From an optimization exercise on the open Yosys and OpenROAD flow, aimed at small area; shortcuts taken in it are not production practice.
RTL that was checked went through simulation tests only; none was proved equivalent to the original.

==> lagoon: inputs <==
// fft
module fft(clk,rst,fir_data,fir_valid,fft_data,fft_valid,freq,fft_fin);
clock: 12.0 ns
lec_check: 0
cap_margin: 20
core_margin: 2
core_utilization: 65
cts_buf_list: sky130_fd_sc_hd__clkbuf_8
cts_cluster_diameter: 50
cts_cluster_size: 16
place_density: 0.75
slew_margin: 20
synth_hierarchical: 1
synth_minimum_keep_size: 0
run.sh (not shown) runs the stock make flow with config.mk's settings and CLKGATE_MAP_FILE= SYNTH_SCRIPT=/design/flow/synth_recipe.tcl, a recipe that flattens the netlist after the stock synthesis.
==> garnet: changes against lagoon <==
CAP_MARGIN = 0   (was 20)
SLEW_MARGIN = 0   (was 20)
==> qor summary <==
metric                                             lagoon       garnet
Status                   no timing/DRC/antenna violations  no timing/DRC/antenna violations
Area after DPL                                34800 sq um  34800 sq um
Vias per cell                                        5.55         5.53
Hold slack final                                 0.308 ns     0.315 ns
P&R area growth vs syn                              7.85%        7.80%
Worst-case hold path end point                  f3r[1][5]    f1[6][10]
Worst-Skew Late Latency                           0.69 ns      0.68 ns
Clk cell area share                                0.0311       0.0312
Wire length of the first global-routing pass       121 mm       121 mm
GR Layer Usage met1                                 0.381        0.378
Average wire per cell in the routed design        20.1 um      20.1 um
Met3 usage in global routing                       0.0353       0.0340
Worst-case clock skew                           0.0581 ns    0.0351 ns
Total global routing track utilization              0.293        0.293
Met2 global-route usage                             0.508        0.507
Max frequency                                  0.0852 GHz   0.0853 GHz
Via Count                                           20600        20500
Routed wire length                                74.3 mm      74.3 mm
Non-clock buffers, area share                      0.0258       0.0261

==> v23 <==
fft, a different RTL version from the one above (not shown whole).
Settings: LEC_CHECK=0, CAP_MARGIN=20, CORE_MARGIN=2, CORE_UTILIZATION=65, CTS_CLUSTER_DIAMETER=50, CTS_CLUSTER_SIZE=25, PLACE_DENSITY=0.75, SLEW_MARGIN=20, SYNTH_HIERARCHICAL=1, SYNTH_MINIMUM_KEEP_SIZE=0; clock period 12.0 ns.
==> v39: changes against v23 <==
--- a/flow/design.v
+++ b/flow/design.v
@@ -1098,22 +1098,24 @@
     ai = Fi; bi_ = Bir; ci = 1'b0;
   end else case (r2)
     2'd0: begin ar = F2i; br_ = ~F2r; cr = 1'b1; ai = Fi;    bi_ = 24'd0; ci = 1'b0; end
     2'd1: begin ar = Fr;  br_ = Fi;   cr = 1'b0; ai = Fi;    bi_ = ~Fr;   ci = 1'b1; end
     2'd2: begin ar = F2i; br_ = F2r;  cr = 1'b0; ai = 24'd0; bi_ = ~Fr;   ci = 1'b1; end
     default: begin ar = Fr; br_ = ~Fi; cr = 1'b1; ai = Fi;   bi_ = Fr;    ci = 1'b0; end
   endcase
 end
-wire [23:0] vr, vi, Dr, Di;
+wire [23:0] vr, Dr, Di;
+wire [23:8] vi;
 fft_rca #(24) u_vr (.a(ar), .b(br_), .ci(cr), .s(vr));
-fft_rca #(24) u_vi (.a(ai), .b(bi_), .ci(ci), .s(vi));
+fft_rcah #(24, 8) u_vi (.a(ai), .b(bi_), .ci(ci), .s(vi[23:8]));
 fft_rca #(24) u_dr (.a(Fr), .b(~Brr), .ci(1'b1), .s(Dr));
 fft_rca #(24) u_di (.a(Fi), .b(~Bir), .ci(1'b1), .s(Di));
-reg [23:0] vrr, vir, wx;
+reg [23:0] vrr, wx;
+reg [23:8] vir;
 always @(posedge clk) begin
   f2r[0] <= sel2 ? Dr : Brr;
   f2i[0] <= sel2 ? Di : Bir;
   for (i = 1; i < 4; i = i + 1) begin f2r[i] <= f2r[i-1]; f2i[i] <= f2i[i-1]; end
   vrr <= (~sel2 & ~r2[0]) ? (r2[1] ? Fi : Fr) : vr;
   vir <= vi;
   wx  <= vr;
 end
@@ -1689,53 +1691,69 @@
 reg  [15:0] f3r [0:1];
 reg  [15:0] f3i [0:1];
 wire [15:0] Gr = f3r[1];
 wire [15:0] Gi = f3i[1];
 wire sel3 = qs[1];
 wire rf   = ~qs[2] & qs[0];
 wire rr3  = rf & s2r[15];
 wire ri3  = rf & s2i[15];
+wire rot3 = (qs[1:0] == 2'd1);
 wire [15:0] u_r, u_i, d_r, d_i;
-fft_rca #(16) u_ur (.a(Gr), .b(s2r),  .ci(rr3),  .s(u_r));
-fft_rca #(16) u_ui (.a(Gi), .b(s2i),  .ci(ri3),  .s(u_i));
+fft_rca #(16) u_ur (.a(rot3 ? Gi : Gr), .b(s2r & {16{sel3}}),  .ci(rr3 & sel3),  .s(u_r));
+fft_rca #(16) u_ui (.a(rot3 ? Gr : Gi), .b(s2i & {16{sel3}}),  .ci(ri3 & sel3),  .s(u_i));
 fft_rca #(16) u_dr3 (.a(Gr), .b(~s2r), .ci(~rr3), .s(d_r));
 fft_rca #(16) u_di3 (.a(Gi), .b(~s2i), .ci(~ri3), .s(d_i));
-wire rot3 = (qs[1:0] == 2'd1);
 always @(posedge clk) begin
   f3r[0] <= sel3 ? d_r : s2r;
   f3i[0] <= sel3 ? d_i : s2i;
   f3r[1] <= f3r[0];
   f3i[1] <= f3i[0];
 end
-wire [15:0] yr = sel3 ? u_r : (rot3 ? Gi : Gr);
-wire [15:0] yi = sel3 ? u_i : (rot3 ? Gr : Gi);
+wire [15:0] yr = u_r;
+wire [15:0] yi = u_i;
 reg  [15:0] f4r, f4i;
 wire sel4 = qs[0];
 wire [15:0] ar4, sr4, ai4, si4;
-fft_rca #(16) u_ar4 (.a(f4r), .b(yr),  .ci(1'b0), .s(ar4));
+fft_rca #(16) u_ar4 (.a(f4r), .b(yr & {16{sel4}}),  .ci(1'b0), .s(ar4));
 fft_rca #(16) u_sr4 (.a(f4r), .b(~yr), .ci(1'b1), .s(sr4));
-fft_rca #(16) u_ai4 (.a(f4i), .b(yi),  .ci(1'b0), .s(ai4));
+fft_rca #(16) u_ai4 (.a(f4i), .b(yi & {16{sel4}}),  .ci(1'b0), .s(ai4));
 fft_rca #(16) u_si4 (.a(f4i), .b(~yi), .ci(1'b1), .s(si4));
 always @(posedge clk) begin
   f4r <= sel4 ? sr4 : yr;
   f4i <= sel4 ? (rot3 ? ai4 : si4) : yi;
 end
-assign fft_data = sel4 ? {ar4, (rot3 ? si4 : ai4)} : {f4r, f4i};
+assign fft_data = {ar4, (rot3 ? si4 : ai4)};
 endmodule
 module fft_rca #(parameter W = 16) (a, b, ci, s);
 input  [W-1:0] a;
 input  [W-1:0] b;
 input          ci;
 output [W-1:0] s;
 wire [W:0] c;
 assign c[0] = ci;
 genvar k;
 generate for (k = 0; k < W; k = k + 1) begin : g
   fft_fa u (.a(a[k]), .b(b[k]), .c(c[k]), .s(s[k]), .co(c[k+1]));
 end endgenerate
 endmodule
+module fft_rcah #(parameter W = 24, parameter L = 8) (a, b, ci, s);
+input  [W-1:0] a;
+input  [W-1:0] b;
+input          ci;
+output [W-1:L] s;
+wire [W:0] c;
+assign c[0] = ci;
+genvar k;
+generate for (k = 0; k < W; k = k + 1) begin : g
+  if (k < L) begin : lo
+    assign c[k+1] = (a[k] & b[k]) | (a[k] & c[k]) | (b[k] & c[k]);
+  end else begin : hi
+    fft_fa u (.a(a[k]), .b(b[k]), .c(c[k]), .s(s[k]), .co(c[k+1]));
+  end
+end endgenerate
+endmodule
 module fft_fa (a, b, c, s, co);
 input  a, b, c;
 output s, co;
 assign s  = a ^ b ^ c;
 assign co = (a & b) | (a & c) | (b & c);
 endmodule
==> flow/config.mk (replaced) <==
export PLATFORM = sky130hd
export DESIGN_NAME = fft
export DESIGN_NICKNAME = fft
export VERILOG_FILES = /design/flow/design.v
export SDC_FILE = /design/flow/constraint.sdc
export NUM_CORES = 4
export LEC_CHECK = 0
export CAP_MARGIN = 20
export CORE_MARGIN = 2
export CORE_UTILIZATION = 65
export CTS_BUF_LIST = sky130_fd_sc_hd__clkbuf_8
export CTS_CLUSTER_DIAMETER = 50
export CTS_CLUSTER_SIZE = 16
export PLACE_DENSITY = 0.75
export SLEW_MARGIN = 20
export SYNTH_HIERARCHICAL = 1
export SYNTH_MINIMUM_KEEP_SIZE = 0
==> notes <==
In v39 the global-route usage is higher than in v23, by 0.24 points. Register-to-register slack: v23 is better than v39 (100 ps). In fmax, v23 and v39 hardly differ. In v23 the sequential share of layout area is lower than in v39, by 1.2 points. Count of clock-buffer cells in the layout: v23 is lower than v39 (1). Against v23, the hold slack of v39 is lower by 36 ps. Of v39 and v23, v23 has the higher area after synthesis (gap 1.2%, measured against v23).
==> figures <==
quantity                                                                  v23                      v39
Number of placed instances, taps included                                3780                     3680
Routed met2 length                                                   40000 um                 40800 um
Post-synthesis adder-cell area fraction                                 36.5%                    36.4%
Total number of vias                                                    21800                    21400
Pin count of the biggest net entering global routing                      122                      105
Combined area of all synthesized cells                             35000 um^2               34500 um^2
Run status                                            complete, no violations  complete, no violations
Core ar.                                                           52900 um^2               52600 um^2
Initial antenna violation count                                             1                        0
Data arrival at the endpoint of the critical path                     9320 ps                  9330 ps
R2R Path Start                                                         cnt[1]                   cnt[0]
Period Utilization, post-route                                          97.7%                    97.8%
Endpoint with the worst hold slack                                 f2r[2][19]               f2r[1][17]
Overall global routing resource usage                                   30.3%                    30.6%
Final worst slack                                                      279 ps                   269 ps
Mux cell area share after synthesis                                     7.90%                    7.84%
Multi-input gate count                                                   2112                     2020
Number of buffers created by CTS                                           51                       54
Global placement routability congestion                                 0.942                    0.970
No functional check of the RTL was part of v39.

-- what the ideal ports hide --
No port has a modelled driver above. Below, the same layouts with a new extraction and two added sets of constraints. Step 1, drivers: a clkbuf_16 drives clk and a buf_2 each remaining input, both assumed. Step 2 times the ports against the registers' clock, not the clock port: input delays grow and output delays shrink by t, the midpoint of the rising clock arrivals with the driver on. a / b / c = ideal / step 1 / step 2; a / b = the first two.
run | t, ns | slack for setup (ns) | worst setup path at the end
lagoon | 0.717 | 0.259 / 0.200 / 0.511 | register to register
garnet | 0.715 | 0.277 / 0.220 / 0.466 | register to register
v23 | 0.666 | 0.279 / 0.216 / 0.477 | register to register
v39 | 0.746 | 0.269 / 0.214 / 0.385 | register to register
After both steps every run listed still meets setup and hold.
